This design comes from an exercise in tuning for small area and a short achievable clock period on the open sky130 flow, not from production work. Function was checked by simulation only, so behaviour that the tests miss may differ from the original. No activity file was given, so power comes from the tool's default toggle rates.

==> inputs of v1 <==
## systolic_array
module systolic_array #(
    parameter NUM_ROW = 8,
    parameter NUM_COL = 8,
    parameter IN_WORD_SIZE = 8,
    parameter OUT_WORD_SIZE = 24
)(
    input                                           clk,
    input                                           rst,
    input      [NUM_COL*IN_WORD_SIZE-1:0]           top_inputs,
    input      [NUM_ROW*IN_WORD_SIZE-1:0]           left_inputs,
    output reg                                      compute_done,
    output reg [OUT_WORD_SIZE-1:0]                  cycles_count,
    output     [0:OUT_WORD_SIZE*NUM_ROW*NUM_COL-1]  pe_register_vals
);
==> flow/config.mk <==
export PLATFORM = sky130hd
export DESIGN_NAME = systolic_array
export DESIGN_NICKNAME = systolic_array
export VERILOG_FILES = /design/flow/design.v
export SDC_FILE = /design/flow/constraint.sdc
export NUM_CORES = 4
export LEC_CHECK = 0
export CAP_MARGIN = 20
export CORE_MARGIN = 2
export CORE_UTILIZATION = 60
export SLEW_MARGIN = 20
export SYNTH_HIERARCHICAL = 1
export SYNTH_MINIMUM_KEEP_SIZE = 0
==> flow/constraint.sdc <==
create_clock -name core_clock -period 10.0 [get_ports {clk}]
set_input_delay 2.0000 -clock core_clock [delete_from_list [all_inputs] [get_ports {clk}]]
set_output_delay 2.0000 -clock core_clock [all_outputs]
set_load 0.01 [all_outputs]
standard.sh (not shown) runs the stock make flow with config.mk's settings and CLKGATE_MAP_FILE= SYNTH_SCRIPT=/design/flow/synth_recipe.tcl, a recipe that flattens the netlist after the stock synthesis.
==> flow/flow/run.sh <==
#!/bin/bash
set -euo pipefail
cd "$(dirname "$0")/.."
bash standard.sh "BUFFER_PORTS_ARGS=-buffer_cell sky130_fd_sc_hd__buf_1" \
    SETUP_SLACK_MARGIN=6 TNS_END_PERCENT=5 finish > orfs_make.log 2>&1
==> v9: changes against v1 <==
--- a/flow/config.mk
+++ b/flow/config.mk
@@ -7,7 +7,7 @@
 export LEC_CHECK = 0
 export CAP_MARGIN = 20
 export CORE_MARGIN = 2
-export CORE_UTILIZATION = 60
+export CORE_UTILIZATION = 50
 export SLEW_MARGIN = 20
 export SYNTH_HIERARCHICAL = 1
 export SYNTH_MINIMUM_KEEP_SIZE = 0
==> comparison table <==
	v9	v1
Status	complete, no violations	complete, no violations
Post-synthesis to final-layout area growth	12.7%	11.5%
Multi-input gate area in the final layout	144000 um2	143000 um2
Worst setup slack after layout	5.68 ns	5.68 ns
Final non-clock buffer share	0.0344	0.0343
Plain + repair buffers	1866	1873
Die outline height	651 um	595 um
Pin count of the biggest net entering global routing	129	143
Net switching share of the total power	0.388	0.390
Layout Cells excl Fill	27700	26800
Die area	424000 um2	354000 um2
Maximum clock rate	0.232 GHz	0.232 GHz
Number of buffer and inverter instances along the worst setup path	2	1
Highest ir drop seen on vdd	0.200 mV	0.201 mV

==> inputs of 10-27 <==
Another version of the RTL of systolic_array (not shown whole).
clock: 10.0 ns
lec_check: 0
cap_margin: 20
core_margin: 2
core_utilization: 60
cts_cluster_diameter: 100
cts_cluster_size: 20
slew_margin: 20
synth_hierarchical: 1
synth_minimum_keep_size: 0
Scripts as last shown in full above: flow/flow/run.sh
==> 02-14 (differences from 10-27) <==
Settings changed: CTS_CLUSTER_DIAMETER 100 to not set, CTS_CLUSTER_SIZE 20 to not set.
==> summary.txt <==
quantity                                                                    02-14                    10-27
Layout Area Growth over Synthesis                                           13.5%                    10.8%
Clock buffers created by TritonCTS                                            336                      176
Per-cell routed wire length                                               22.6 um                  22.7 um
Status                                                    complete, no violations  complete, no violations
Total sequential power                                                   0.0132 W                 0.0131 W
Path length in cells of the critical path                                      11                       12
HP Start                                                    row[6].dl[21]$_DFF_P_     col[2].dl[4]$_DFF_P_
Non-filler cells, final                                                     27330                    27003
Met2 Wirelength                                                         283000 um                281000 um
Pwr Total                                                                0.0503 W                 0.0452 W
End-of-flow core utilization                                                68.4%                    66.8%
DRC marker count from the first detailed-route iteration                     9274                     9584
Worst Clk Skew                                                          0.0655 ns                0.0735 ns
Clock Pin Slew Worst Setup and Hold Paths                                 0.06 ns                  0.08 ns
Peak supply drop                                                         0.175 mV                 0.232 mV
Crit share post-route                                                       42.0%                    42.1%

[afterwards: timing with drivers on the ports]
Ports are ideal in the flow. The routed layouts listed here were re-timed in OpenROAD.
Step 1 sets driving cells, clkbuf_16 on the clock port and buf_2 on the other inputs (assumed; they add their load-dependent delay and slew).
Step 2, shift: input delay + t, output delay - t, t = (earliest + latest rising clock arrival at the registers) / 2. This alone moves slack from input paths to output paths.
Slacks: ideal ports / drivers / drivers and shift; pairs: ideal ports / drivers.
run	shift t [ns]	setup slack, ns	hold slack, ns	slew at the worst register clock pin (ns)
v1	1.056	5.683 / 5.578 / 4.707	0.291 / 0.291 / 0.291	0.07 / 0.07
v9	1.085	5.684 / 5.563 / 4.719	0.295 / 0.295 / 0.295	0.07 / 0.07
10-27	1.054	5.793 / 5.729 / 4.830	0.299 / 0.299 / 0.299	0.09 / 0.09
02-14	1.063	5.795 / 5.731 / 4.828	0.316 / 0.316 / 0.316	0.08 / 0.08
After both steps every run listed still meets setup and hold. For v1, which loses most, drivers alone change the setup slack by -0.105 ns; drivers and shift together by -0.976 ns.
